This is an optimization exercise on Yosys and OpenROAD, whose aim is small area, a short achievable clock period and few clock cycles, not a production implementation. At most, simulation tests tie the RTL to the original design; equivalence was not proved. The RTL of runs 1 and 2 was laid out without a check of its function. No activity file was given, so power comes from the tool's default toggle rates.

<file path="design.v">
module opsel (e_a, e_b, e_t, w_res, x_res, res,
              a_w, a_x, a_e, b_w, b_wi, b_x, b_xi, b_e, b_ei, b_t, c_w, c_x, c_e,
              a, b, c, sd);
    input  [31:0] e_a, e_b;      
    input  [31:0] e_t;           
    input  [31:0] w_res;         
    input  [31:0] x_res;         
    input  [31:0] res;           
    input         a_w, a_x, a_e;                        
    input         b_w, b_wi, b_x, b_xi, b_e, b_ei, b_t;  
    input         c_w, c_x, c_e;                        
    output [31:0] a, b;          
    output [31:0] c;             
    output [31:0] sd;            
    assign a  = ({32{a_w}} & w_res) | ({32{a_x}} & x_res) | ({32{a_e}} & e_a);
    assign b  = ({32{b_w}} & w_res) | ({32{b_wi}} & ~w_res) |
                ({32{b_x}} & x_res) | ({32{b_xi}} & ~x_res) |
                ({32{b_e}} & e_b)   | ({32{b_ei}} & ~e_b)   | ({32{b_t}} & e_t);
    assign c  = ({32{c_w}} & w_res) | ({32{c_x}} & x_res) | ({32{c_e}} & e_b);
    assign sd = ({32{c_w}} & res)   | ({32{c_x}} & x_res) | ({32{c_e}} & e_b);
endmodule
module alu (a, b, cin, fn, y);
    input  [31:0] a, b;          
    input         cin;           
    input  [1:0]  fn;            
    output [31:0] y;
    wire [32:0] sum_x = {a, cin} + {b, cin};
    wire [31:0] sum   = sum_x[32:1];
    reg [31:0] r;
    always @(*) begin
        case (fn)
            2'd0: r = sum;
            2'd1: r = {31'b0, sum[31]};
            2'd2: r = a | b;
            default: r = a & b;
        endcase
    end
    assign y = r;
endmodule
module cmp (a, c, eq);
    input  [31:0] a, c;
    output        eq;
    assign eq = (a == c);
endmodule
module PC_Adder (pc, imm, stall, jmp, pc_br, pc_seq);
    input  [31:0] pc;
    input  [12:0] imm;           
    input         stall, jmp;
    output [31:0] pc_br, pc_seq;
    wire   [31:0] pc_4;
    wire [18:0] hi     = pc[31:13];
    wire [18:0] hi_inc = hi + 19'd1;
    wire [18:0] hi_dec = hi - 19'd1;
    wire [13:0] lo = {1'b0, pc[12:0]} + {1'b0, imm};
    wire        c  = lo[13];
    wire        s  = imm[12];
    assign pc_br = {(c & ~s) ? hi_inc : (~c & s) ? hi_dec : hi, lo[12:0]};
    wire [11:0] lo4 = {1'b0, pc[12:2]} + 12'd1;
    assign pc_4 = {lo4[11] ? hi_inc : hi, lo4[10:0], pc[1:0]};
    wire s_h  = stall;
    wire s_br = ~stall & jmp;
    wire s_4  = ~stall & ~jmp;
    assign pc_seq = ({32{s_h}} & pc) | ({32{s_br}} & pc_br) | ({32{s_4}} & pc_4);
endmodule
module register_file (clk, rst, we, wa, wd, ra1, ra2, rd1, rd2);
    input clk, rst;
    input we;                    
    input [4:0] wa, ra1, ra2;
    input [31:0] wd;
    output [31:0] rd1, rd2;
    reg  [31:1] vld;
    wire [32*32-1:0] q;          
    assign q[31:0] = 32'b0;
    genvar i;
    generate
        for (i = 1; i < 32; i = i + 1) begin : g_reg
            reg [31:0] r;
            wire wsel = we & (wa == i);
            always @(posedge clk or negedge rst) begin
                if (!rst)
                    vld[i] <= 1'b0;
                else if (wsel)
                    vld[i] <= 1'b1;
            end
            always @(posedge clk) begin
                if (wsel)
                    r <= wd;
            end
            assign q[32*i +: 32] = r;
        end
    endgenerate
    wire [31:1] s1, s2;
    rf_dec u_dec1 (.vld(vld), .ra(ra1), .s(s1));
    rf_dec u_dec2 (.vld(vld), .ra(ra2), .s(s2));
    genvar b;
    generate
        for (b = 0; b < 32; b = b + 1) begin : g_rd
            wire [31:1] d;
            for (i = 1; i < 32; i = i + 1) begin : g_d
                assign d[i] = q[32*i + b];
            end
            rf_read_bit u_rd1 (.s(s1), .d(d), .o(rd1[b]));
            rf_read_bit u_rd2 (.s(s2), .d(d), .o(rd2[b]));
        end
    endgenerate
endmodule
module rf_read_bit (s, d, o);
    input  [31:1] s, d;
    output o;
    assign o = |(s & d);
endmodule
module rf_dec (vld, ra, s);
    input  [31:1] vld;
    input  [4:0]  ra;
    output [31:1] s;
    genvar i;
    generate
        for (i = 1; i < 32; i = i + 1) begin : g_s
            assign s[i] = vld[i] & (ra == i);
        end
    endgenerate
endmodule
module hazard_unit (ins, e_rd, e_ldw, stall);
    input  [31:0] ins;           
    input  [4:0]  e_rd;          
    input         e_ldw;         
    output        stall;
    wire [6:0] op   = ins[6:0];
    wire is_r  = (op == 7'b0110011);
    wire is_lw = (op == 7'b0000011);
    wire is_sw = (op == 7'b0100011);
    wire is_br = (op == 7'b1100011);
    wire br    = is_br & (ins[19:15] != ins[24:20]);    
    wire use1  = is_r | is_lw | is_sw | br;
    wire use2  = is_r | br;
    assign stall = e_ldw & (((ins[19:15] == e_rd) & use1) | ((ins[24:20] == e_rd) & use2));
endmodule
module pipeline_top (clk, rst, imem_addr, imem_rdata, dmem_addr, dmem_wdata, dmem_we, dmem_rdata);
    input clk, rst;
    output [31:0] imem_addr;
    input  [31:0] imem_rdata;
    output [31:0] dmem_addr;
    output [31:0] dmem_wdata;
    output        dmem_we;
    input  [31:0] dmem_rdata;
    reg [31:0] pc;
    reg        e_wen, e_st, e_br;    
    reg        e_ldw;                
    reg        a_w, a_x, a_e;        
    reg        b_w, b_wi, b_x, b_xi, b_e, b_ei, b_t;
    reg        c_w, c_x, c_e;
    reg        e_ld, e_sub;
    reg [1:0]  e_fn;                 
    reg [4:0]  e_rd;
    reg [31:0] e_a, e_b;             
    reg [31:0] e_t;                  
    reg        w_wen, w_st;          
    reg        w_ld;
    reg [4:0]  w_rd;
    reg [31:0] w_res, w_wd;          
    reg [31:0] x_res;
    wire [31:0] res = w_ld ? dmem_rdata : w_res;
    assign dmem_addr  = w_res;
    assign dmem_wdata = w_wd;
    assign dmem_we    = w_st;
    wire [31:0] a, b, c, sd, alu;
    wire        eq;
    opsel u_opsel (
        .e_a(e_a), .e_b(e_b), .e_t(e_t), .w_res(w_res), .x_res(x_res), .res(res),
        .a_w(a_w), .a_x(a_x), .a_e(a_e),
        .b_w(b_w), .b_wi(b_wi), .b_x(b_x), .b_xi(b_xi), .b_e(b_e), .b_ei(b_ei), .b_t(b_t),
        .c_w(c_w), .c_x(c_x), .c_e(c_e),
        .a(a), .b(b), .c(c), .sd(sd)
    );
    alu u_alu (.a(a), .b(b), .cin(e_sub), .fn(e_fn), .y(alu));
    cmp u_cmp (.a(a), .c(c), .eq(eq));
    wire taken = e_br & eq;
    wire [31:0] ins = imem_rdata;
    wire [6:0]  op  = ins[6:0];
    wire [2:0]  f3  = ins[14:12];
    wire [4:0]  rs1 = ins[19:15];
    wire [4:0]  rs2 = ins[24:20];
    wire [4:0]  rd  = ins[11:7];
    wire is_r  = (op == 7'b0110011);
    wire is_lw = (op == 7'b0000011);
    wire is_sw = (op == 7'b0100011);
    wire is_br = (op == 7'b1100011);
    wire jmp   = is_br & (rs1 == rs2);      
    wire [31:0] immI = {{20{ins[31]}}, ins[31:20]};
    wire [31:0] immS = {{20{ins[31]}}, ins[31:25], ins[11:7]};
    wire [12:0] immB = {ins[31], ins[7], ins[30:25], ins[11:8], 1'b0};
    wire [31:0] pc_br, pc_seq;
    wire [31:0] rf1, rf2;
    register_file u_rf (
        .clk(clk), .rst(rst),
        .we(w_wen), .wa(w_rd), .wd(res),
        .ra1(rs1), .ra2(rs2), .rd1(rf1), .rd2(rf2)
    );
    wire m1 = e_wen && (e_rd == rs1);
    wire m2 = e_wen && (e_rd == rs2);
    wire n1 = w_wen && (w_rd == rs1);
    wire n2 = w_wen && (w_rd == rs2);
    wire sub = is_r & (((f3 == 3'b000) & ins[30]) | (f3 == 3'b010));
    wire [1:0] fn = !is_r          ? 2'd0 :
                    (f3 == 3'b010) ? 2'd1 :
                    (f3 == 3'b110) ? 2'd2 :
                    (f3 == 3'b111) ? 2'd3 : 2'd0;
    wire [31:0] t_next = is_br ? pc_br : is_sw ? immS : immI;
    wire br   = is_br & ~jmp;               
    wire use1 = is_r | is_lw | is_sw | br;
    wire sa_w = m1;
    wire sa_x = ~m1 & n1;
    wire sa_e = ~m1 & ~n1;
    wire sb_w = m2;
    wire sb_x = ~m2 & n2;
    wire sb_e = ~m2 & ~n2;
    wire stall;
    hazard_unit u_hz (
        .ins(ins), .e_rd(e_rd), .e_ldw(e_ldw), .stall(stall)
    );
    PC_Adder u_pc_add (
        .pc(pc), .imm(immB), .stall(stall), .jmp(jmp),
        .pc_br(pc_br), .pc_seq(pc_seq)
    );
    always @(posedge clk or negedge rst) begin
        if (!rst) begin
            pc    <= 32'b0;
            e_wen <= 1'b0;
            e_st  <= 1'b0;
            e_br  <= 1'b0;
            e_ldw <= 1'b0;
            w_wen <= 1'b0;
            w_st  <= 1'b0;
        end else begin
            pc    <= taken ? e_t : pc_seq;
            e_wen <= ~taken & ~stall & (is_r | is_lw) & (rd != 5'd0);
            e_st  <= ~taken & ~stall & is_sw;
            e_br  <= ~taken & ~stall & br;
            e_ldw <= ~taken & ~stall & is_lw & (rd != 5'd0);
            w_wen <= e_wen;
            w_st  <= e_st;
        end
    end
    always @(posedge clk) begin
        a_w   <= sa_w;
        a_x   <= sa_x;
        a_e   <= sa_e;
        b_w   <= is_r & sb_w & ~sub;
        b_wi  <= is_r & sb_w & sub;
        b_x   <= is_r & sb_x & ~sub;
        b_xi  <= is_r & sb_x & sub;
        b_e   <= is_r & sb_e & ~sub;
        b_ei  <= is_r & sb_e & sub;
        b_t   <= ~is_r;
        c_w   <= sb_w;
        c_x   <= sb_x;
        c_e   <= sb_e;
        e_ld  <= is_lw & ~stall;
        e_sub <= sub;
        e_fn  <= fn;
        e_rd  <= rd;
        e_a   <= rf1;
        e_b   <= rf2;
        e_t   <= t_next;
        x_res <= res;
        w_ld  <= e_ld;
        w_res <= alu;
        w_rd  <= e_rd;
        w_wd  <= sd;
    end
    assign imem_addr = pc;
endmodule
</file>
<file path="flow/run.sh">
#!/bin/bash
# Layout flow: the standard flow, except for synthesis, where ABC maps
# the operand selection, the ALU, the branch comparison, the register-file
# read decoders, the load-use hazard check,
# read slices and the fetch-address adders each
# on its own with a delay-driven script, ORFS's full-adder extraction is off,
# and the register-file read slice is the gate-level netlist in
# rf_read_bit_cells.v (see synth_custom.tcl); and the ports are buffered with buf_2 cells
# (the standard flow picks a delay cell). Everything else is standard.sh
# unchanged. Each step's output goes to a log file here.
set -euo pipefail
W=$PWD
export FAST_MODULES="opsel:300 alu:1000 cmp:400 rf_read_bit:600 PC_Adder:800 rf_dec:300 hazard_unit:400"
export GATE_MODULES="rf_read_bit:rf_read_bit_cells.v"
make -C "$FLOW_HOME" DESIGN_CONFIG="$FLOW_CONFIG" WORK_HOME="$W/orfs" CLKGATE_MAP_FILE= \
    SYNTH_SCRIPT="$W/flow/synth_custom.tcl" ADDER_MAP_FILE= synth \
    > "$W/run_synth.log" 2>&1
bash "$W/standard.sh" BUFFER_PORTS_ARGS="-buffer_cell sky130_fd_sc_hd__buf_2" finish > "$W/run_layout.log" 2>&1
</file>
<file path="flow/rf_read_bit_cells.v">
// Gate-level rf_read_bit (o = |(s & d)) used by the layout flow in place of
// ABC's mapping: ten a222oi and a nand2 for the 31 select/data pairs, then
// a nand4-nand4-nand3 / nor3 / inverter tree.
module rf_read_bit (s, d, o);
    input  [31:1] s, d;
    output o;
    wire [10:0] t;
    wire [2:0] u;
    wire on;
    sky130_fd_sc_hd__a222oi_1 g_t0 (.A1(s[1]), .A2(d[1]), .B1(s[2]), .B2(d[2]), .C1(s[3]), .C2(d[3]), .Y(t[0]));
    sky130_fd_sc_hd__a222oi_1 g_t1 (.A1(s[4]), .A2(d[4]), .B1(s[5]), .B2(d[5]), .C1(s[6]), .C2(d[6]), .Y(t[1]));
    sky130_fd_sc_hd__a222oi_1 g_t2 (.A1(s[7]), .A2(d[7]), .B1(s[8]), .B2(d[8]), .C1(s[9]), .C2(d[9]), .Y(t[2]));
    sky130_fd_sc_hd__a222oi_1 g_t3 (.A1(s[10]), .A2(d[10]), .B1(s[11]), .B2(d[11]), .C1(s[12]), .C2(d[12]), .Y(t[3]));
    sky130_fd_sc_hd__a222oi_1 g_t4 (.A1(s[13]), .A2(d[13]), .B1(s[14]), .B2(d[14]), .C1(s[15]), .C2(d[15]), .Y(t[4]));
    sky130_fd_sc_hd__a222oi_1 g_t5 (.A1(s[16]), .A2(d[16]), .B1(s[17]), .B2(d[17]), .C1(s[18]), .C2(d[18]), .Y(t[5]));
    sky130_fd_sc_hd__a222oi_1 g_t6 (.A1(s[19]), .A2(d[19]), .B1(s[20]), .B2(d[20]), .C1(s[21]), .C2(d[21]), .Y(t[6]));
    sky130_fd_sc_hd__a222oi_1 g_t7 (.A1(s[22]), .A2(d[22]), .B1(s[23]), .B2(d[23]), .C1(s[24]), .C2(d[24]), .Y(t[7]));
    sky130_fd_sc_hd__a222oi_1 g_t8 (.A1(s[25]), .A2(d[25]), .B1(s[26]), .B2(d[26]), .C1(s[27]), .C2(d[27]), .Y(t[8]));
    sky130_fd_sc_hd__a222oi_1 g_t9 (.A1(s[28]), .A2(d[28]), .B1(s[29]), .B2(d[29]), .C1(s[30]), .C2(d[30]), .Y(t[9]));
    sky130_fd_sc_hd__nand2_1 g_t10 (.A(s[31]), .B(d[31]), .Y(t[10]));
    sky130_fd_sc_hd__nand4_1 g_u0 (.A(t[0]), .B(t[1]), .C(t[2]), .D(t[3]), .Y(u[0]));
    sky130_fd_sc_hd__nand4_1 g_u1 (.A(t[4]), .B(t[5]), .C(t[6]), .D(t[7]), .Y(u[1]));
    sky130_fd_sc_hd__nand3_1 g_u2 (.A(t[8]), .B(t[9]), .C(t[10]), .Y(u[2]));
    sky130_fd_sc_hd__nor3_1 g_on (.A(u[0]), .B(u[1]), .C(u[2]), .Y(on));
    sky130_fd_sc_hd__inv_1 g_o (.A(on), .Y(o));
endmodule
</file>
<file path="flow/synth_custom.tcl">
set ::custom_synth_file [info script]
# The standard flow's synthesis (synth_recipe.tcl), except that ABC maps each module named
# in FAST_MODULES (entries NAME:DELAY_PS) with a delay-driven script aiming at
# that delay, the rest of the design is mapped as ORFS does, and each module
# named in GATE_MODULES (entries NAME:FILE, FILE beside this script) is then
# replaced by the gate-level netlist in FILE.
proc synth {args} { yosys synth -nofsm -noshare {*}$args }

proc abc {args} {
  set i [lsearch -exact $args -script]
  set sel "*"
  foreach entry $::env(FAST_MODULES) {
    lassign [split $entry :] m d
    set script [file join $::env(OBJECTS_DIR) abc_fast_$m.script]
    set fp [open $script w]
    puts $fp "strash\ndch\nmap -D $d\ntopo\nbuffer -c\nupsize -c -D $d\ndnsize -c -D $d"
    close $fp
    puts "custom abc: module $m mapped for a delay of $d ps"
    yosys abc {*}[lreplace $args [expr {$i + 1}] [expr {$i + 1}] $script] $m
    append sel " $m %d"
  }
  yosys abc {*}$args {*}$sel
}
source $::env(SCRIPTS_DIR)/synth.tcl
if { [info exists ::env(GATE_MODULES)] } {
  foreach entry $::env(GATE_MODULES) {
    lassign [split $entry :] m f
    puts "custom synthesis: module $m from $f"
    yosys read_verilog -overwrite [file join [file dirname $::custom_synth_file] $f]
  }
  yosys hierarchy -check -top $::env(DESIGN_NAME)
  yosys tee -o $::env(REPORTS_DIR)/synth_stat_gates.txt stat {*}$lib_args
}
# left out here: clear keep_hierarchy, flatten, clean up, hide names made inside functions, write 1_2_yosys.v
</file>
<file path="standard.sh">
#!/bin/bash
# synth_recipe.tcl (not shown) runs the flow's synth.tcl, then flattens the netlist and writes it again
# the make line also repeats each setting of config.mk as NAME=value (left out here)
make -C /OpenROAD-flow-scripts/flow DESIGN_CONFIG=/design/flow/config.mk WORK_HOME=/design/flow/orfs CLKGATE_MAP_FILE= SYNTH_SCRIPT=/design/flow/synth_recipe.tcl "${@:-finish}"
</file>
<file path="config.mk">
export PLATFORM = sky130hd
export DESIGN_NAME = pipeline_top
export DESIGN_NICKNAME = pipeline_top
export VERILOG_FILES = /design/flow/design.v
export SDC_FILE = /design/flow/constraint.sdc
export NUM_CORES = 8
export LEC_CHECK = 0
export CAP_MARGIN = 20
export CORE_MARGIN = 2
export CORE_UTILIZATION = 40
export CTS_CLUSTER_DIAMETER = 80
export CTS_CLUSTER_SIZE = 30
export SETUP_SLACK_MARGIN = 4.95
export SLEW_MARGIN = 20
export SYNTH_HIERARCHICAL = 1
</file>
<file path="constraint.sdc">
create_clock -name core_clock -period 8.0 [get_ports {clk}]
set_input_delay 1.6000 -clock core_clock [delete_from_list [all_inputs] [get_ports {clk}]]
set_output_delay 1.6000 -clock core_clock [all_outputs]
set_load 0.01 [all_outputs]
</file>
==> results of run 1 <==
==> layout make-up <==
class / instances / share of cell area
sequential: 1281 / 0.551
inverter: 354 / 0.0215
tap: 1903 / 0.0365
multi-input combinational: 2947 / 0.319
timing repair buffer: 339 / 0.0422
clock buffer: 86 / 0.0238
antenna: 2 / 0.0000766
clock inverter: 22 / 0.00563
==> power breakdown <==
| group | switching [mW] | leakage, nW | internal, mW |
|---|---|---|---|
| Combinational | 0.885 | 10.0 | 0.442 |
| Sequential | 0.179 | 11.6 | 7.28 |
| Clock | 2.29 | 0.903 | 1.46 |
| Total | 3.35 | 22.5 | 9.18 |
==> stage by stage <==
step,power [mW],std cells,setup slack (ps)
final,12.5,6934,4820
after global routing,12.9,6932,4760
after CTS,12.4,6884,4840
after detailed placement,8.75,6751,2980
after global placement,8.74,6751,2880
after floorplan,8.34,4700,4400
==> per-layer routing <==
layer,track usage,share of wire,vias up
met5,0,0.000031,-
met4,0.133,0.053,2
met3,0.0724,0.13,651
met2,0.474,0.46,3654
met1,0.376,0.36,23300
li1,-,-,19700
==> registers in the layout (all words and copies together), names as in the netlist, 2 cells and up <==
name / count
e_t: 32
w_rd: 5
u_rf.g.r: 992
w_res: 32
w_wd: 32
e_rd: 5
u_rf.vld: 31
x_res: 32
pc: 32
e_b: 32
e_fn: 2
e_a: 32
==> path summary, 6_finish.rpt <==
| kind | start | endpoint | slack [ps] | depth (start not counted) |
|---|---|---|---|---|
| max in group asynchronous | rst | u_rf.vld[8]$_DFFE_PN0P_ | 6540 | 2 |
| worst max-delay path | imem_rdata[16] | e_a[10]$_DFF_P_ | 4820 | 11 |
| worst min-delay path | e_ld$_DFF_P_ | w_ld$_DFF_P_ | 330 | 0 |
| worst max register to register | a_x$_DFF_P_ | pc[18]$_DFF_PN0_ | 4870 | 10 |
| min in group asynchronous | rst | e_st$_DFF_PN0_ | 830 | 1 |
| worst min register to register | e_ld$_DFF_P_ | w_ld$_DFF_P_ | 330 | 0 |
==> repair_timing <==
item,4_1_cts,5_1_grt
gates cloned,5,5
endpoints found under the hold margin,0,0
setup buffers,20,42
pin swaps,59,87
setup endpoints to repair,159,117
resized for setup,168,147
==> impl_metrics.csv, run 1 <==
group,metric,value,unit
route,vias,47400,
placement,dpl-instance-area,61400,um^2
sta,fin_crit_sh,0.398,
setup_path,cpMaxStageDelayCell,"nand4_1",
min_path,min-delay-path-class,"flop to flop",
setup_path,required,8620,ps
floorplanning,dieArea,147000,um^2
setup_path,cp_cell_sequence,"buf_16 -> buf_12 -> buf_6 -> nand4_1 -> nor2_4 -> buf_12 -> clkbuf_16 -> a222oi_1 -> nand4_1 -> nor3_4 -> inv_1",
cells_and_area,final_cell_mix,"992 x edfxtp_1, 642 x nand2_1, 640 x a222oi_1, 337 x inv_1, 262 x nand4_1",
clock_tree,insertion_delay,740,ps
route,via_per_inst,6.83,
sta,setup-violations-final,0,
route,ant_nets,0,
clock_tree,htreeDepth,2,
cells_and_area,regArea,36000,um^2
placement,port_buffers,162,
setup_path,crit_path_end_kind,"flop",
route,routed_wl,228000,um
synthesis,syn_area_per_cell,12.2,um^2
sta,rsz0062_at_grt,"true",
cells_and_area,syn_to_final_growth,13.7,%
setup_path,slowest_delay,390,ps
sta,period_minus_slack,3180,ps
cells_and_area,drive_gt1_frac,0.179,
sta,fmax,314,MHz
floorplanning,die_height,383,um
cells_and_area,layout_commonest_cell,"edfxtp_1",
clock_tree,cts-root-buf,"clkbuf_16",
global_route,grt_max_degree,70,
setup_path,arrival,3810,ps
sta,relSlewSlack,0.328,
sta,tns,0,ps
floorplanning,die_x,383,um
clock_tree,ctsHoldBuffers,0,
placement,hpwl,137000,um
sta,finClkSkew,50.6,ps
clock_tree,cts_buffers,57,
synthesis,syn_area,57500,um^2
cells_and_area,finish.utilization,0.456,
route,wire_per_inst,32.9,um
clock_tree,cts_tree,"yes",
sta,slew_violations,0,
run,cap_violations,0,
floorplanning,ios,163,
global_route,grt_use_total,0.295,
clock_tree,cts_sinks,1281,
global_route,gr-total-overflow,0,
placement,place.gp.congestion,0.955,
floorplanning,initial_core_util,0.401,
clock_tree,cts.clk_slew.worst_paths,110,ps
cells_and_area,stdcell_area,65300,um^2
synthesis,syn_inst,4699,
route,drtIter0Drc,9515,
power,leakagePower,22.5,nW
setup_path,cp_max_fo,8,
power,max-vdd-ir-drop,0.230,mV
route,drc,0,
global_route,grt_first_pass_wirelength,316000,um
setup_path,path_buf_inv,6,
sta,holdWs,334,ps
global_route,grt_pass1_vias,44900,
setup_path,path_class,"input port to flop",
sta,worst_pin_slew,1000,ps
setup_path,cpLargestDelayFamily,"simple AND/OR/NAND/NOR gates",
route,drtPass1Iterations,13,
floorplanning,rows,139,
sta,hold_violations,0,
floorplanning,core_area,143000,um^2
global_route,antenna_found_initial,4,
power,p_per_area,192,nW/um^2
setup_path,start_kind,"input port",
clock_tree,clockBufferDepth,3,
cells_and_area,nets,5046,
status,status,"timing/DRC/antenna clean",
cells_and_area,n_fill_cell,12800,
synthesis,yosys_warnings,9,
cells_and_area,multi_input_area,20800,um^2
==> run 2, diff against run 1 <==
--- a/design.v
+++ b/design.v
@@ -1,5 +1,5 @@
-module opsel (e_a, e_b, e_t, w_res, x_res, res,
+module opsel (e_an, e_bn, e_t, w_res, x_res, res,
               a_w, a_x, a_e, b_w, b_wi, b_x, b_xi, b_e, b_ei, b_t, c_w, c_x, c_e,
               a, b, c, sd);
-    input  [31:0] e_a, e_b;      
+    input  [31:0] e_an, e_bn;    
     input  [31:0] e_t;           
@@ -14,2 +14,4 @@
     output [31:0] sd;            
+    wire [31:0] e_a = ~e_an;
+    wire [31:0] e_b = ~e_bn;
     assign a  = ({32{a_w}} & w_res) | ({32{a_x}} & x_res) | ({32{a_e}} & e_a);
@@ -64,3 +66,3 @@
 endmodule
-module register_file (clk, rst, we, wa, wd, ra1, ra2, rd1, rd2);
+module register_file (clk, rst, we, wa, wd, ra1, ra2, rd1n, rd2n);
     input clk, rst;
@@ -69,3 +71,3 @@
     input [31:0] wd;
-    output [31:0] rd1, rd2;
+    output [31:0] rd1n, rd2n;    
     reg  [31:1] vld;
@@ -101,4 +103,4 @@
             end
-            rf_read_bit u_rd1 (.s(s1), .d(d), .o(rd1[b]));
-            rf_read_bit u_rd2 (.s(s2), .d(d), .o(rd2[b]));
+            rf_read_bit u_rd1 (.s(s1), .d(d), .on(rd1n[b]));
+            rf_read_bit u_rd2 (.s(s2), .d(d), .on(rd2n[b]));
         end
@@ -106,6 +108,6 @@
 endmodule
-module rf_read_bit (s, d, o);
+module rf_read_bit (s, d, on);
     input  [31:1] s, d;
-    output o;
-    assign o = |(s & d);
+    output on;                   
+    assign on = ~|(s & d);
 endmodule
@@ -154,3 +156,3 @@
     reg [4:0]  e_rd;
-    reg [31:0] e_a, e_b;             
+    reg [31:0] e_an, e_bn;           
     reg [31:0] e_t;                  
@@ -168,3 +170,3 @@
     opsel u_opsel (
-        .e_a(e_a), .e_b(e_b), .e_t(e_t), .w_res(w_res), .x_res(x_res), .res(res),
+        .e_an(e_an), .e_bn(e_bn), .e_t(e_t), .w_res(w_res), .x_res(x_res), .res(res),
         .a_w(a_w), .a_x(a_x), .a_e(a_e),
@@ -192,3 +194,3 @@
     wire [31:0] pc_br, pc_seq;
-    wire [31:0] rf1, rf2;
+    wire [31:0] rf1n, rf2n;
     register_file u_rf (
@@ -196,3 +198,3 @@
         .we(w_wen), .wa(w_rd), .wd(res),
-        .ra1(rs1), .ra2(rs2), .rd1(rf1), .rd2(rf2)
+        .ra1(rs1), .ra2(rs2), .rd1n(rf1n), .rd2n(rf2n)
     );
@@ -261,4 +263,4 @@
         e_rd  <= rd;
-        e_a   <= rf1;
-        e_b   <= rf2;
+        e_an  <= rf1n;
+        e_bn  <= rf2n;
         e_t   <= t_next;
--- a/flow/run.sh
+++ b/flow/run.sh
@@ -12,3 +12,3 @@
 W=$PWD
-export FAST_MODULES="opsel:300 alu:1000 cmp:400 rf_read_bit:600 PC_Adder:800 rf_dec:300 hazard_unit:400"
+export FAST_MODULES="opsel:400 alu:1200 cmp:500 rf_read_bit:600 PC_Adder:1000 rf_dec:300 hazard_unit:400"
 export GATE_MODULES="rf_read_bit:rf_read_bit_cells.v"
--- a/flow/rf_read_bit_cells.v
+++ b/flow/rf_read_bit_cells.v
@@ -1,10 +1,9 @@
-// Gate-level rf_read_bit (o = |(s & d)) used by the layout flow in place of
+// Gate-level rf_read_bit (on = ~|(s & d)) used by the layout flow in place of
 // ABC's mapping: ten a222oi and a nand2 for the 31 select/data pairs, then
-// a nand4-nand4-nand3 / nor3 / inverter tree.
-module rf_read_bit (s, d, o);
+// a nand4-nand4-nand3 / nor3 tree.
+module rf_read_bit (s, d, on);
     input  [31:1] s, d;
-    output o;
+    output on;
     wire [10:0] t;
     wire [2:0] u;
-    wire on;
     sky130_fd_sc_hd__a222oi_1 g_t0 (.A1(s[1]), .A2(d[1]), .B1(s[2]), .B2(d[2]), .C1(s[3]), .C2(d[3]), .Y(t[0]));
@@ -24,3 +23,2 @@
     sky130_fd_sc_hd__nor3_1 g_on (.A(u[0]), .B(u[1]), .C(u[2]), .Y(on));
-    sky130_fd_sc_hd__inv_1 g_o (.A(on), .Y(o));
 endmodule
==> run 2 against run 1 <==
Compared with the run above:
- critical path type unchanged
- still clean on timing, DRC and antenna
- power grew 2.0%
- sequential power is essentially flat
- synthesized area down 1.2%
- synthesized cell count decreased by 4.9%
- worst setup slack better by 58 ps
- combinational power about the same
- maximum frequency up 1.9%
==> impl_metrics.csv, run 2 <==
group,metric,value,unit
route,wire_per_inst,33.5,um
floorplanning,initial_core_util,0.402,
sta,setup-violations-final,0,
placement,dpl-instance-area,60800,um^2
clock_tree,cts.clk_slew.worst_paths,100,ps
placement,place.gp.congestion,0.938,
floorplanning,die_height,381,um
cells_and_area,stdcell_area,64700,um^2
route,drtIter0Drc,10200,
sta,slew_violations,0,
sta,finClkSkew,55.8,ps
sta,hold_violations,0,
cells_and_area,largest_reg_flops,992,
power,leakagePower,22.1,nW
sta,worst_pin_slew,1080,ps
cells_and_area,n_fill_cell,12700,
clock_tree,insertion_delay,770,ps
cells_and_area,drive_gt1_frac,0.204,
clock_tree,cts-root-buf,"clkbuf_16",
clock_tree,cts_tree,"yes",
power,fin_total_pwr,12.8,mW
cells_and_area,stdcell_count,6682,
run,cap_violations,0,
clock_tree,clockBufferDepth,3,
setup_path,crit_path_end_kind,"flop",
route,vias,46100,
setup_path,path_class,"input port to flop",
setup_path,start_kind,"input port",
synthesis,yosys_warnings,9,
sta,rsz0062_at_grt,"true",
clock_tree,cts_buffers,61,
cells_and_area,nets,4804,
cells_and_area,syn_to_final_growth,13.9,%
floorplanning,rows,138,
cells_and_area,regArea,36000,um^2
cells_and_area,top_register,"u_rf.g.r",
sta,relSlewSlack,0.279,
floorplanning,ios,163,
sta,fin_crit_sh,0.391,
min_path,min-delay-path-class,"flop to flop",
route,via_per_inst,6.90,
global_route,gr-total-overflow,0,
clock_tree,ctsHoldBuffers,0,
cells_and_area,layout_commonest_cell,"edfxtp_1",
sta,holdWs,342,ps
power,max-vdd-ir-drop,0.207,mV
placement,hpwl,134000,um
setup_path,arrival,3740,ps
status,status,"timing/DRC/antenna clean",
placement,dpl.cell_count,6511,
setup_path,required,8620,ps
clock_tree,cts_sinks,1281,
cells_and_area,multi_input_area,20400,um^2
sta,period_minus_slack,3130,ps
placement,port_buffers,162,
route,drtPass1Iterations,14,
setup_path,cp_max_fo,32,
power,p_per_area,198,nW/um^2
floorplanning,core_area,141000,um^2
sta,tns,0,ps
route,routed_wl,224000,um
global_route,grt_max_degree,54,
global_route,grt_first_pass_wirelength,312000,um
floorplanning,die_x,381,um
route,drc,0,
sta,fmax,320,MHz
global_route,grt_use_total,0.294,
synthesis,syn_inst,4468,
route,ant_nets,0,
clock_tree,htreeDepth,2,
synthesis,syn_area_per_cell,12.7,um^2
floorplanning,dieArea,145000,um^2
global_route,antenna_found_initial,11,
cells_and_area,final_cell_mix,"992 x edfxtp_1, 640 x a222oi_1, 497 x nand2_1, 248 x inv_1, 239 x nand4_1",
synthesis,syn_area,56800,um^2
global_route,grt_pass1_vias,43600,
-- run 2: layout make-up --
type	instances	area share
Tap cell	1890	0.0366
Multi-Input combinational cell	2794	0.316
Clock buffer	84	0.0261
Timing Repair Buffer	324	0.0399
Timing Repair inverter	2	0.000271
Inverter	274	0.0170
Antenna cell	1	0.0000387
Clock inverter	32	0.00751
Sequential cell	1281	0.557
-- run 2: worst paths after layout --
check | startpoint | cells past startpoint | end | slack [ps]
worst max-delay path | imem_rdata[16] | 8 | e_an[6]$_DFF_P_ | 4870
worst min-delay path | e_ld$_DFF_P_ | 0 | w_ld$_DFF_P_ | 340
worst max register to register | a_e$_DFF_P_ | 12 | w_res[22]$_DFF_P_ | 5080
worst min register to register | e_ld$_DFF_P_ | 0 | w_ld$_DFF_P_ | 340
max in group asynchronous | rst | 2 | pc[2]$_DFF_PN0_ | 6120
min in group asynchronous | rst | 1 | pc[14]$_DFF_PN0_ | 720
-- run 2: metal layers --
layer | up-vias | GRT usage | wire [um]
met5 | - | 0 | 142
met4 | 6 | 0.129 | 10700
met1 | 22900 | 0.383 | 81900
met3 | 595 | 0.0787 | 30200
li1 | 19000 | - | -
met2 | 3567 | 0.461 | 101000
-- run 2: metrics by stage --
| stage | worst slack, ps | util |
|---|---|---|
| 2_1_floorplan | 4430 | - |
| 3_3_place_gp | 3310 | 0.430 |
| 3_5_place_dp | 3340 | 0.430 |
| 4_1_cts | 4930 | 0.453 |
| 5_1_grt | 4780 | 0.458 |
| 6_report | 4870 | 0.458 |
-- run 2: worst max-delay path: stages --
cell      delay [ps]
buf_12           120
buf_4            140
nand4_1          260
nor2_4            50
buf_4            290
a222oi_1         390
nand4_1          430
nor3_4           400
-- run 2: timing repair --
action	4_1_cts	5_1_grt
setup endpoints to repair	157	120
pin swaps	31	56
resized for setup	183	149
gates cloned	8	2
endpoints found under the hold margin	0	0
buffers inserted	19	25
-- run 2: where the power goes --
group	switching (mW)	internal, mW
clock	2.40	1.62
combinational	0.878	0.439
sequential	0.166	7.28
==> run 3, diff against run 2 <==
--- a/design.v
+++ b/design.v
@@ -46,8 +46,6 @@
 endmodule
-module PC_Adder (pc, imm, stall, jmp, pc_br, pc_seq);
+module PC_Adder (pc, imm, pc_br, pc_4);
     input  [31:0] pc;
     input  [12:0] imm;           
-    input         stall, jmp;
-    output [31:0] pc_br, pc_seq;
-    wire   [31:0] pc_4;
+    output [31:0] pc_br, pc_4;
     wire [18:0] hi     = pc[31:13];
@@ -61,6 +59,2 @@
     assign pc_4 = {lo4[11] ? hi_inc : hi, lo4[10:0], pc[1:0]};
-    wire s_h  = stall;
-    wire s_br = ~stall & jmp;
-    wire s_4  = ~stall & ~jmp;
-    assign pc_seq = ({32{s_h}} & pc) | ({32{s_br}} & pc_br) | ({32{s_4}} & pc_4);
 endmodule
@@ -94,4 +88,8 @@
     wire [31:1] s1, s2;
-    rf_dec u_dec1 (.vld(vld), .ra(ra1), .s(s1));
-    rf_dec u_dec2 (.vld(vld), .ra(ra2), .s(s2));
+    generate
+        for (i = 1; i < 32; i = i + 1) begin : g_sel
+            assign s1[i] = vld[i] & (ra1 == i);
+            assign s2[i] = vld[i] & (ra2 == i);
+        end
+    endgenerate
     genvar b;
@@ -112,28 +110,2 @@
     assign on = ~|(s & d);
-endmodule
-module rf_dec (vld, ra, s);
-    input  [31:1] vld;
-    input  [4:0]  ra;
-    output [31:1] s;
-    genvar i;
-    generate
-        for (i = 1; i < 32; i = i + 1) begin : g_s
-            assign s[i] = vld[i] & (ra == i);
-        end
-    endgenerate
-endmodule
-module hazard_unit (ins, e_rd, e_ldw, stall);
-    input  [31:0] ins;           
-    input  [4:0]  e_rd;          
-    input         e_ldw;         
-    output        stall;
-    wire [6:0] op   = ins[6:0];
-    wire is_r  = (op == 7'b0110011);
-    wire is_lw = (op == 7'b0000011);
-    wire is_sw = (op == 7'b0100011);
-    wire is_br = (op == 7'b1100011);
-    wire br    = is_br & (ins[19:15] != ins[24:20]);    
-    wire use1  = is_r | is_lw | is_sw | br;
-    wire use2  = is_r | br;
-    assign stall = e_ldw & (((ins[19:15] == e_rd) & use1) | ((ins[24:20] == e_rd) & use2));
 endmodule
@@ -149,3 +121,2 @@
     reg        e_wen, e_st, e_br;    
-    reg        e_ldw;                
     reg        a_w, a_x, a_e;        
@@ -193,3 +164,4 @@
     wire [12:0] immB = {ins[31], ins[7], ins[30:25], ins[11:8], 1'b0};
-    wire [31:0] pc_br, pc_seq;
+    wire [31:0] pc_br, pc_4;
+    PC_Adder u_pc_add (.pc(pc), .imm(immB), .pc_br(pc_br), .pc_4(pc_4));
     wire [31:0] rf1n, rf2n;
@@ -218,10 +190,3 @@
     wire sb_e = ~m2 & ~n2;
-    wire stall;
-    hazard_unit u_hz (
-        .ins(ins), .e_rd(e_rd), .e_ldw(e_ldw), .stall(stall)
-    );
-    PC_Adder u_pc_add (
-        .pc(pc), .imm(immB), .stall(stall), .jmp(jmp),
-        .pc_br(pc_br), .pc_seq(pc_seq)
-    );
+    wire stall = e_ld & ((m1 & use1) | (m2 & (is_r | br)));
     always @(posedge clk or negedge rst) begin
@@ -232,3 +197,2 @@
             e_br  <= 1'b0;
-            e_ldw <= 1'b0;
             w_wen <= 1'b0;
@@ -236,3 +200,4 @@
         end else begin
-            pc    <= taken ? e_t : pc_seq;
+            if (!stall)
+                pc <= taken ? e_t : (jmp ? pc_br : pc_4);
             e_wen <= ~taken & ~stall & (is_r | is_lw) & (rd != 5'd0);
@@ -240,3 +205,2 @@
             e_br  <= ~taken & ~stall & br;
-            e_ldw <= ~taken & ~stall & is_lw & (rd != 5'd0);
             w_wen <= e_wen;
--- a/flow/run.sh
+++ b/flow/run.sh
@@ -3,3 +3,2 @@
 # the operand selection, the ALU, the branch comparison, the register-file
-# read decoders, the load-use hazard check,
 # read slices and the fetch-address adders each
@@ -12,3 +11,3 @@
 W=$PWD
-export FAST_MODULES="opsel:400 alu:1200 cmp:500 rf_read_bit:600 PC_Adder:1000 rf_dec:300 hazard_unit:400"
+export FAST_MODULES="opsel:400 alu:1200 cmp:500 rf_read_bit:600 PC_Adder:1000"
 export GATE_MODULES="rf_read_bit:rf_read_bit_cells.v"
--- a/config.mk
+++ b/config.mk
@@ -12,2 +12,3 @@
 export CTS_CLUSTER_SIZE = 30
+export PLACE_DENSITY = 0.75
 export SETUP_SLACK_MARGIN = 4.95
==> run 3 against run 2 <==
Compared with the run above:
- design area shrank 2.2%
- worst setup slack lost 35 ps
- core utilization shrank 0.30 points
- synthesized area shrank 1.6%
- routed wire length shrank 11%
- sequential share of layout area grew 1.2 points
- non-clock buffer count shrank 3
- critical path depth shrank 1
- register-to-register slack lost 140 ps
- sequential cell count shrank 1
- synthesized cell count shrank 3.6%
- power shrank 1.9%
- critical path type unchanged
- largest cell class unchanged
==> impl_metrics.csv, run 3 <==
group,metric,value,unit
clock_tree,cts_tree,"yes",
placement,dpl-instance-area,59600,um^2
sta,rsz0062_at_grt,"true",
setup_path,start_kind,"input port",
setup_path,path_class,"input port to flop",
synthesis,syn_area_per_cell,13.0,um^2
floorplanning,dieArea,143000,um^2
power,p_per_area,198,nW/um^2
floorplanning,core_area,139000,um^2
global_route,gr-total-overflow,0,
cells_and_area,nets,4655,
clock_tree,cts-root-buf,"clkbuf_16",
clock_tree,clockBufferDepth,3,
cells_and_area,stdcell_area,63200,um^2
synthesis,syn_area,55800,um^2
floorplanning,die_height,378,um
clock_tree,cts_sinks,1280,
route,wire_per_inst,30.7,um
cells_and_area,largest_reg_flops,992,
power,max-vdd-ir-drop,0.211,mV
global_route,antenna_found_initial,6,
clock_tree,htreeDepth,2,
floorplanning,die_x,378,um
global_route,grt_first_pass_wirelength,279000,um
clock_tree,cts_buffers,56,
sta,worst_pin_slew,1080,ps
synthesis,syn_inst,4309,
sta,fmax,316,MHz
setup_path,cpMaxStageDelayCell,"nor3_2",
global_route,grt_max_degree,65,
cells_and_area,final_cell_mix,"992 x edfxtp_1, 640 x a222oi_1, 430 x nand2_1, 226 x inv_1, 212 x nor2_1",
cells_and_area,top_register,"u_rf.g.r",
route,drtIter0Drc,10900,
sta,holdWs,360,ps
sta,relSlewSlack,0.277,
min_path,min-delay-path-class,"flop to flop",
clock_tree,cts.clk_slew.worst_paths,110,ps
route,ant_nets,0,
route,drtPass1Iterations,12,
global_route,grt_pass1_vias,41900,
cells_and_area,drive_gt1_frac,0.179,
setup_path,cp_max_fo,32,
floorplanning,ios,163,
placement,place.gp.congestion,0.973,
floorplanning,rows,137,
setup_path,cp_cell_sequence,"buf_6 -> and3b_1 -> and3_1 -> buf_4 -> a222oi_1 -> nand4_1 -> nor3_2",
setup_path,cpLargestDelayFamily,"simple AND/OR/NAND/NOR gates",
run,cap_violations,0,
placement,hpwl,123000,um
setup_path,path_buf_inv,2,
sta,hold_violations,0,
route,via_per_inst,6.88,
power,fin_total_pwr,12.5,mW
setup_path,slowest_delay,530,ps
sta,slew_violations,0,
sta,setup-violations-final,0,
setup_path,crit_path_end_kind,"flop",
route,vias,44800,
sta,finClkSkew,57.3,ps
setup_path,required,8570,ps
power,leakagePower,22.0,nW
sta,tns,0,ps
sta,fin_crit_sh,0.395,
synthesis,yosys_warnings,9,
setup_path,arrival,3730,ps
cells_and_area,syn_to_final_growth,13.2,%
placement,port_buffers,162,
clock_tree,insertion_delay,750,ps
floorplanning,initial_core_util,0.402,
route,routed_wl,200000,um
global_route,grt_use_total,0.262,
cells_and_area,layout_commonest_cell,"edfxtp_1",
sta,period_minus_slack,3160,ps
status,status,"timing/DRC/antenna clean",
clock_tree,ctsHoldBuffers,0,
route,drc,0,
run 3: final cells by class:
class                   instances  area (um^2)
multi-input cells            2680        19500
inverters                     249          990
clock buffers                  86         1520
flip-flops and latches       1280        35900
fillers                     12200        75800
repair buffers                321         2610
clock inverters                20          352
well taps                    1876         2350
repair inverters                1         7.51
diodes                          2         5.00
run 3: final timing paths:
| path | startpoint | cells after the start | endpoint | slack [ps] |
|---|---|---|---|---|
| hold / removal | e_st$_DFF_PN0_ | 0 | w_st$_DFF_PN0_ | 360 |
| setup / recovery | imem_rdata[19] | 7 | e_an[12]$_DFF_P_ | 4840 |
| min in group asynchronous | rst | 1 | pc[21]$_DFFE_PN0N_ | 830 |
| hold reg to reg | e_st$_DFF_PN0_ | 0 | w_st$_DFF_PN0_ | 360 |
| setup reg to reg | c_e$_DFF_P_ | 14 | pc[26]$_DFFE_PN0N_ | 4940 |
| max in group asynchronous | rst | 2 | u_rf.vld[5]$_DFFE_PN0P_ | 6000 |
run 3: metrics by stage:
stage | worst slack, ps | utilization | std cells
floorplan | 4600 | - | 4310
global placement | 3480 | 0.429 | 6349
detailed placement | 3500 | 0.429 | 6351
CTS | 4950 | 0.447 | 6476
global route | 4830 | 0.455 | 6513
finish | 4840 | 0.455 | 6515
run 3: worst reg2reg max path, cell delays in order, from the launching register on:
cell and delay (ps):
dfxtp_1 320, bufinv_8 330, nor2_1 130, a21oi_2 220, o21ai_0 160, nand2_1 110, nand4_1 160, nor2_2 280
nand4_1 190, nor2_4 220, nand2_2 90, buf_8 220, nor2_1 190, a21oi_1 60, mux2_4 280
run 3: report_power, final:
part           internal (mW)  total [mW]  leakage (nW)  switching (mW)
sequential              7.28        7.46          11.6           0.178
clock                   1.41        3.63         0.867            2.22
combinational          0.545        1.44          9.53           0.896
total                   9.24        12.5          22.0            3.30
run 3: per-layer routing:
metal	share of wire	GRT usage
met1	0.34	0.333
met2	0.45	0.412
met3	0.15	0.0780
met4	0.049	0.119
met5	0.00032	0
run 3: repair_timing:
item | CTS | global route
cloned | 3 | 8
endpoints found under the hold margin | 0 | 0
setup buffers | 16 | 28
pin swaps | 27 | 69
setup endpoints to repair | 154 | 121
resized for setup | 136 | 200
Testbench counts of run 3, summed over its fixed seeds: cycles 15,181.
==> run 4, diff against run 3 <==
--- a/config.mk
+++ b/config.mk
@@ -12,3 +12,2 @@
 export CTS_CLUSTER_SIZE = 30
-export PLACE_DENSITY = 0.75
 export SETUP_SLACK_MARGIN = 4.95
@@ -16 +15,2 @@
 export SYNTH_HIERARCHICAL = 1
+export TNS_END_PERCENT = 20
==> run 4 against run 3 <==
Compared with the run above:
- still clean on timing, DRC and antenna
- via count shrank 2.4%
- register-to-register slack improved by 120 ps
- worst setup slack lost 11 ps
- core utilization about the same
- largest power group unchanged
==> impl_metrics.csv, run 4 <==
group,metric,value,unit
placement,hpwl,130000,um
placement,port_buffers,162,
sta,rsz0062_at_grt,"true",
sta,fin_crit_sh,0.396,
synthesis,yosys_warnings,9,
status,status,"timing/DRC/antenna clean",
clock_tree,clockBufferDepth,3,
placement,place.gp.congestion,0.944,
cells_and_area,final_cell_mix,"992 x edfxtp_1, 640 x a222oi_1, 429 x nand2_1, 226 x inv_1, 214 x dfxtp_1",
power,leakagePower,22.1,nW
route,drtIter0Drc,9665,
global_route,gr-total-overflow,0,
global_route,grt_max_degree,69,
sta,relSlewSlack,0.271,
floorplanning,die_height,378,um
floorplanning,dieArea,143000,um^2
sta,fmax,315,MHz
cells_and_area,largest_reg_flops,992,
cells_and_area,top_register,"u_rf.g.r",
setup_path,crit_path_end_kind,"flop",
cells_and_area,n_antenna_cell,0,
cells_and_area,drive_gt1_frac,0.179,
floorplanning,initial_core_util,0.402,
synthesis,syn_area_per_cell,13.0,um^2
sta,fin_ws,4830,ps
route,wire_per_inst,31.7,um
sta,tns,0,ps
route,routed_wl,207000,um
sta,worst_pin_slew,1090,ps
clock_tree,insertion_delay,750,ps
floorplanning,ios,163,
clock_tree,cts.clk_slew.worst_paths,120,ps
sta,setup-violations-final,0,
sta,period_minus_slack,3170,ps
clock_tree,cts_sinks,1280,
route,drc,0,
setup_path,path_class,"input port to flop",
cells_and_area,syn_to_final_growth,13.2,%
clock_tree,cts_buffers,57,
global_route,grt_first_pass_wirelength,289000,um
clock_tree,cts_tree,"yes",
global_route,antenna_found_initial,10,
sta,hold_violations,0,
floorplanning,rows,137,
run,cap_violations,0,
cells_and_area,layout_commonest_cell,"edfxtp_1",
synthesis,syn_area,55800,um^2
route,ant_nets,0,
floorplanning,die_x,378,um
setup_path,required,8590,ps
placement,dp_slack,3560,ps
min_path,min-delay-path-class,"flop to flop",
synthesis,syn_inst,4309,
power,max-vdd-ir-drop,0.189,mV
setup_path,arrival,3760,ps
clock_tree,htreeDepth,2,
global_route,grt_use_total,0.276,
route,drtPass1Iterations,17,
global_route,grt_pass1_vias,41600,
route,via_per_inst,6.71,
setup_path,start_kind,"input port",
power,p_per_area,199,nW/um^2
setup_path,cp_max_fo,15,
floorplanning,core_area,139000,um^2
sta,slew_violations,0,
cells_and_area,nets,4660,
sta,finClkSkew,53.8,ps
route,vias,43700,
clock_tree,cts-root-buf,"clkbuf_16",
==> run 4: cell types whose count changed in the layout (fill, tap and decap cells not counted), moves of 9 or more <==
cell     change
dfrtp_2     -12
nor3_1       -9
buf_12      -10
mux2_4       -9
dfrtp_1     +12
dfxtp_2     -10
dfxtp_1     +11
buf_6       +11
o21ai_2     +10
==> run 4: path summary, 6_finish.rpt <==
| kind | start | end | slack [ps] | depth (start not counted) |
|---|---|---|---|---|
| max in group asynchronous | rst | pc[20]$_DFFE_PN0N_ | 6540 | 1 |
| worst min-delay path | e_ld$_DFF_P_ | w_ld$_DFF_P_ | 350 | 0 |
| worst max register to register | pc[14]$_DFFE_PN0N_ | pc[23]$_DFFE_PN0N_ | 5060 | 11 |
| worst min register to register | e_ld$_DFF_P_ | w_ld$_DFF_P_ | 350 | 0 |
| worst max-delay path | imem_rdata[16] | e_an[12]$_DFF_P_ | 4830 | 7 |
| min in group asynchronous | rst | pc[0]$_DFFE_PN0N_ | 880 | 1 |
==> run 4: metal layers <==
metal,share of wire,vias to the layer above,track usage
met4,0.041,10,0.114
met3,0.11,497,0.0521
met5,0.00030,-,0
met1,0.37,21700,0.356
met2,0.47,3028,0.456
li1,-,18500,-
==> run 4: repair_timing <==
item	in CTS	in global routing
pin swaps	17	73
endpoints found under the setup margin	159	139
gates resized for setup	125	220
cloned	4	7
buffers inserted	13	19
hold buffers	0	0
==> run 4: cell type report <==
class | count | area, um^2
clock buffers | 84 | 1550
clock inverters | 23 | 398
fillers | 12400 | 75800
repair buffers | 324 | 2530
inverters | 249 | 970
multi-input cells | 2681 | 19500
repair inverters | 1 | 7.51
flip-flops and latches | 1280 | 35900
well taps | 1876 | 2350
==> run 4: critical path: stages <==
cell and delay [ps]:
buf_2 220, nor3_1 140, and3_2 400, buf_4 310
a222oi_1 380, nand4_1 220, nor3_2 470
==> run 4: report_power, final <==
| group | internal [mW] | total (mW) | leakage, nW | switching, mW |
|---|---|---|---|---|
| sequential | 7.28 | 7.45 | 11.6 | 0.172 |
| combinational | 0.513 | 1.40 | 9.53 | 0.889 |
| clock | 1.48 | 3.75 | 0.917 | 2.26 |
==> run 4: through the flow <==
| stage | instance area [um^2] | hold WS (ps) | power, mW | util | instances |
|---|---|---|---|---|---|
| 3_5_place_dp | 59600 | 333 | 8.76 | 0.429 | 6368 |
| 5_1_grt | 63200 | 376 | 13.0 | 0.455 | 6518 |
| 6_report | 63200 | 354 | 12.6 | 0.455 | 6518 |
| 3_3_place_gp | 59600 | 334 | 8.75 | 0.429 | 6368 |
| 4_1_cts | 62200 | 356 | 12.5 | 0.447 | 6492 |
| 2_1_floorplan | 56000 | 328 | 8.35 | - | 4310 |
==> run 5, diff against run 4 <==
--- a/config.mk
+++ b/config.mk
@@ -15,2 +15 @@
 export SYNTH_HIERARCHICAL = 1
-export TNS_END_PERCENT = 20
==> run 5 against run 4 <==
Compared with the run above:
- clock power fell by 3%
- still clean
- die area unchanged
- design area down 0.13%
- worst setup slack improved by 30 ps
- hold slack better by 14 ps
- via count rose by 0.54%
- global-route usage increased by 0.31 points
- synthesized cell count unchanged
- maximum frequency rose by 0.95%
- sequential cell count stayed put
- sequential power hardly changed
- synthesized area unchanged
==> impl_metrics.csv, run 5 <==
group,metric,value,unit
setup_path,cp_max_fo,32,
floorplanning,ios,163,
route,drc,0,
route,via_per_inst,6.74,
setup_path,r2r-start,"a_e$_DFF_P_",
cells_and_area,largest_reg_flops,992,
synthesis,syn_area_per_cell,13.0,um^2
placement,place.gp.congestion,0.943,
placement,port_buffers,162,
cells_and_area,n_fill_cell,12400,
power,fin_total_pwr,12.5,mW
clock_tree,cts_buffers,55,
setup_path,required,8610,ps
global_route,gr-total-overflow,0,
cells_and_area,syn_to_final_growth,13.0,%
floorplanning,initial_core_util,0.402,
route,wire_per_inst,31.9,um
clock_tree,cts_sinks,1280,
global_route,grt_max_degree,69,
setup_path,start_kind,"input port",
cells_and_area,nets,4662,
route,vias,44000,
synthesis,syn_inst,4309,
sta,worst_pin_slew,1040,ps
sta,relSlewSlack,0.306,
clock_tree,ctsHoldBuffers,0,
clock_tree,cts.clk_slew.worst_paths,110,ps
floorplanning,rows,137,
setup_path,crit_path_end_kind,"flop",
placement,hpwl,130000,um
sta,fmax,318,MHz
sta,hold_violations,0,
floorplanning,core_area,139000,um^2
setup_path,critPathLaunch,"imem_rdata[15]",
setup_path,arrival,3750,ps
clock_tree,htreeDepth,2,
cells_and_area,drive_gt1_frac,0.182,
floorplanning,die_x,378,um
route,drtIter0Drc,9244,
power,leakagePower,22.1,nW
sta,slew_violations,0,
cells_and_area,final_cell_mix,"992 x edfxtp_1, 640 x a222oi_1, 430 x nand2_1, 226 x inv_1, 215 x nor2_1",
power,p_per_area,199,nW/um^2
clock_tree,cts-root-buf,"clkbuf_16",
cells_and_area,layout_commonest_cell,"edfxtp_1",
route,drtPass1Iterations,12,
sta,rsz0062_at_grt,"true",
sta,period_minus_slack,3140,ps
synthesis,syn_area,55800,um^2
global_route,grt_use_total,0.279,
global_route,grt_first_pass_wirelength,291000,um
clock_tree,insertion_delay,740,ps
run,cap_violations,0,
status,status,"timing/DRC/antenna clean",
route,routed_wl,208000,um
global_route,grt_pass1_vias,41500,
min_path,min-delay-path-class,"flop to flop",
sta,tns,0,ps
clock_tree,cts_tree,"yes",
sta,fin_crit_sh,0.393,
sta,finClkSkew,46.8,ps
sta,setup-violations-final,0,
setup_path,path_class,"input port to flop",
cells_and_area,top_register,"u_rf.g.r",
synthesis,yosys_warnings,9,
clock_tree,clockBufferDepth,3,
global_route,antenna_found_initial,14,
floorplanning,die_height,378,um
power,max-vdd-ir-drop,0.187,mV
route,ant_nets,0,
floorplanning,dieArea,143000,um^2
min_path,holdCritStartpoint,"e_ld$_DFF_P_",
run 5: cell types whose count changed in the layout (fill, tap and decap cells not counted), moves of 9 or more:
cell	change
mux2_2	-9
dfrtp_1	-13
mux2_4	+12
dfxtp_2	+18
dfxtp_1	-17
nor3_1	+9
buf_4	+16
dfrtp_2	+13
run 5: per-stage QoR:
stage	area (um^2)	hold WS, ps	setup WS [ps]	utilization	std cells
2_1_floorplan	56100	331	4600	-	4310
3_3_place_gp	59700	352	3450	0.429	6361
3_5_place_dp	59700	342	3450	0.429	6361
4_1_cts	62300	367	4930	0.448	6490
5_1_grt	63100	370	4820	0.454	6517
6_report	63100	367	4860	0.454	6521
run 5: final timing paths:
path | cells past startpoint | endpoint | slack, ps
worst max-delay path | 7 | e_an[2]$_DFF_P_ | 4860
worst min-delay path | 0 | w_ld$_DFF_P_ | 370
worst max register to register | 13 | w_res[27]$_DFF_P_ | 4980
worst min register to register | 0 | w_ld$_DFF_P_ | 370
max in group asynchronous | 1 | u_rf.vld[17]$_DFFE_PN0P_ | 6520
min in group asynchronous | 1 | pc[4]$_DFFE_PN0N_ | 920
run 5: where the power goes:
group          switching, mW  leakage, nW  internal (mW)  total, mW
Combinational          0.890         9.58          0.550       1.44
Clock                   2.22        0.867           1.42       3.65
Sequential             0.171         11.6           7.28       7.45
Total                   3.28         22.1           9.25       12.5
run 5: worst max-delay path, cell delays in order:
cell	delay, ps
buf_4	180
and2_1	240
and3_1	200
buf_6	210
a222oi_1	440
nand4_1	460
nor3_4	380
run 5: layer usage:
layer,track usage,part of all wire,up-vias
li1,-,-,18500
met1,0.361,0.37,21900
met2,0.456,0.47,3122
met3,0.0600,0.12,487
met4,0.112,0.041,12
met5,0,0.00042,-
run 5: area by class of cell:
cell class              count  area, um^2  share of cell area
well taps                1876        2350              0.0372
clock buffers              80        1490              0.0236
multi-input cells        2681       19500               0.309
repair buffers            328        2540              0.0402
inverters                 249         976              0.0155
clock inverters            22         330             0.00523
diodes                      4        10.0            0.000159
flip-flops and latches   1280       35900               0.569
repair inverters            1        7.51            0.000119
run 5: what timing repair did:
item | CTS | global route
setup endpoints to repair | 157 | 123
cloned | 6 | 5
buffers inserted | 21 | 22
pin swaps | 35 | 84
gates resized for setup | 152 | 169
==> run 6, diff against run 5 <==
--- a/config.mk
+++ b/config.mk
@@ -10,2 +10,3 @@
 export CORE_UTILIZATION = 40
+export CTS_BUF_LIST = sky130_fd_sc_hd__clkbuf_8 sky130_fd_sc_hd__clkbuf_16
 export CTS_CLUSTER_DIAMETER = 80
==> run 6 against run 5 <==
Compared with the run above:
- power down 0.19%
- routed wire length up 0.12%
- critical path depth unchanged
- non-clock buffer count unchanged
- synthesized area unchanged
- clock skew down 2.7 ps
- core utilization about the same
- sequential cell count unchanged
- largest power group unchanged
- sequential share of layout area about the same
- first-iteration DRC count down 1.7%
- critical endpoint is now e_an[16]$_DFF_P_
==> impl_metrics.csv, run 6 <==
group,metric,value,unit
power,switching_share,0.263,
global_route,grt_max_degree,69,
route,drtPass1Iterations,12,
global_route,grt_use_total,0.279,
cells_and_area,final_cell_mix,"992 x edfxtp_1, 640 x a222oi_1, 430 x nand2_1, 250 x inv_1, 214 x nor2_1",
clock_tree,insertion_delay,740,ps
setup_path,required,8600,ps
sta,relSlewSlack,0.304,
clock_tree,cts_buffers,55,
route,drtIter0Drc,9085,
cells_and_area,largest_reg_flops,992,
power,max-vdd-ir-drop,0.184,mV
power,seqPwrFrac,0.595,
setup_path,cpMaxStageDelayCell,"a222oi_1",
cells_and_area,nets,4662,
route,routed_wl,209000,um
synthesis,syn_area_per_cell,13.0,um^2
sta,fmax,314,MHz
synthesis,syn_area,55800,um^2
setup_path,cp_cell_sequence,"buf_4 -> and3b_2 -> and3_1 -> buf_6 -> a222oi_1 -> nand4_1 -> nor3_1",
sta,period_minus_slack,3180,ps
global_route,grt_pass1_vias,41500,
floorplanning,core_area,139000,um^2
sta,finClkSkew,44.1,ps
synthesis,syn_inst,4309,
placement,port_buffers,162,
sta,tns,0,ps
clock_tree,cts_sinks,1280,
route,ant_nets,0,
route,drc,0,
cells_and_area,layout_commonest_cell,"edfxtp_1",
power,p_int,9.23,mW
status,status,"timing/DRC/antenna clean",
setup_path,cp_max_fo,32,
clock_tree,cts.clk_slew.worst_paths,110,ps
setup_path,path_class,"input port to flop",
floorplanning,rows,137,
power,clkPwrFrac,0.289,
floorplanning,die_height,378,um
sta,fin_crit_sh,0.398,
sta,setup-violations-final,0,
setup_path,arrival,3780,ps
floorplanning,die_x,378,um
clock_tree,clockBufferDepth,3,
power,power_switching,3.29,mW
floorplanning,dieArea,143000,um^2
global_route,grt_first_pass_wirelength,291000,um
cells_and_area,syn_to_final_growth,13.0,%
synthesis,yosys_warnings,9,
min_path,min-delay-path-class,"flop to flop",
floorplanning,initial_core_util,0.402,
power,leakagePower,22.1,nW
sta,fin_ws,4820,ps
clock_tree,ctsHoldBuffers,0,
placement,place.gp.congestion,0.943,
clock_tree,cts_tree,"yes",
sta,worst_pin_slew,1040,ps
floorplanning,ios,163,
setup_path,start_kind,"input port",
route,wire_per_inst,32.0,um
run,cap_violations,0,
cells_and_area,finish.utilization,0.454,
power,p_per_area,198,nW/um^2
global_route,gr-total-overflow,0,
route,via_per_inst,6.74,
sta,rsz0062_at_grt,"true",
power,fin_total_pwr,12.5,mW
power,combPwrFrac,0.115,
clock_tree,cts-root-buf,"clkbuf_16",
cells_and_area,drive_gt1_frac,0.182,
setup_path,slowest_delay,460,ps
clock_tree,htreeDepth,2,
placement,hpwl,130000,um
route,vias,43900,
cells_and_area,top_register,"u_rf.g.r",
global_route,antenna_found_initial,14,
setup_path,crit_path_end_kind,"flop",
cells_and_area,n_fill_cell,12500,
placement,dp_slack,3450,ps
sta,hold_violations,0,
sta,slew_violations,0,
## run 6: final timing paths
path | start | to | slack (ps) | cells after the start
max | imem_rdata[17] | e_an[16]$_DFF_P_ | 4820 | 7
min | e_ld$_DFF_P_ | w_ld$_DFF_P_ | 370 | 0
max reg2reg | a_e$_DFF_P_ | w_res[27]$_DFF_P_ | 4970 | 13
min reg2reg | e_ld$_DFF_P_ | w_ld$_DFF_P_ | 370 | 0
max in group asynchronous | rst | u_rf.vld[17]$_DFFE_PN0P_ | 6510 | 1
min in group asynchronous | rst | pc[4]$_DFFE_PN0N_ | 920 | 1
## run 6: area by class of cell
| type | instances | area, um^2 | area share |
|---|---|---|---|
| inverter | 249 | 976 | 0.0155 |
| multi-input combinational | 2681 | 19500 | 0.308 |
| clock inverter | 46 | 420 | 0.00666 |
| sequential | 1280 | 35900 | 0.569 |
| tap | 1876 | 2350 | 0.0372 |
| antenna | 3 | 7.51 | 0.000119 |
| timing repair buffer | 328 | 2550 | 0.0404 |
| clock buffer | 56 | 1400 | 0.0222 |
| timing repair inverter | 1 | 7.51 | 0.000119 |
## run 6: per-stage QoR
step / hold slack [ps] / instance area, um^2 / instances
floorplan: 331 / 56100 / 4310
global route: 370 / 63100 / 6517
detailed placement: 342 / 59700 / 6361
global placement: 352 / 59700 / 6361
finish: 368 / 63100 / 6520
CTS: 367 / 62300 / 6490
## run 6: power groups by stage
stage / clock network, mW / logic (mW) / registers [mW]
2_1_floorplan: 0 / 0.813 / 7.55
4_1_cts: 3.66 / 1.31 / 7.45
3_5_place_dp: 0 / 1.18 / 7.59
5_1_grt: 3.89 / 1.56 / 7.47
3_3_place_gp: 0 / 1.17 / 7.59
6_report: 3.62 / 1.44 / 7.45
## run 6: metal layers
layer / global-route usage / share of wire / vias to the layer above
li1: - / - / 18500
met1: 0.360 / 0.37 / 21900
met2: 0.455 / 0.47 / 3084
met3: 0.0604 / 0.12 / 504
met4: 0.112 / 0.042 / 14
met5: 0 / 0.00049 / -
## run 6: critical path, delay by kind of cell
family,cells,cell delay [ps]
buffers and inverters,2,390
and+or+nand+nor,4,1250
AOI/OAI and AO/OA,1,460
## run 6: timing repair
action | CTS | global route
setup buffers | 21 | 22
endpoints found under the setup margin | 157 | 123
pin swaps | 35 | 87
resized for setup | 152 | 174
gates cloned | 6 | 5

==> what the ideal ports hide <==
The results above use ideal ports. As a check the final layouts listed here were re-extracted and re-timed, cells and wires unchanged.
Step 1: set_driving_cell puts a clkbuf_16 on clk and a buf_2 on each other input, an assumption about the parent block.
Step 2 also shifts input and output timing later by t, the mid clock arrival at the registers, as if the neighbouring blocks saw the same clock.
Three values: ideal, step 1, step 2; two values: the first two.
run	shift t [ns]	setup WS [ns]	hold WS [ns]	worst setup path after step 2	cell pins on the clock port's net
run 1	0.799	4.817 / 4.825 / 4.026	0.334 / 0.334 / 0.334	input to register	1
run 2	0.823	4.875 / 4.876 / 4.053	0.342 / 0.342 / 0.342	input to register	1
run 3	0.794	4.840 / 4.796 / 4.002	0.360 / 0.360 / 0.360	input to register	1
run 4	0.798	4.829 / 4.784 / 4.011	0.354 / 0.354 / 0.354	input to register	1
run 5	0.795	4.859 / 4.881 / 4.088	0.367 / 0.367 / 0.367	input to register	1
run 6	0.791	4.818 / 4.862 / 4.071	0.368 / 0.368 / 0.368	input to register	1
After both steps setup and hold are still met in every run listed. For run 3, which loses most, drivers alone change the setup slack by -0.044 ns; drivers and shift together by -0.838 ns.
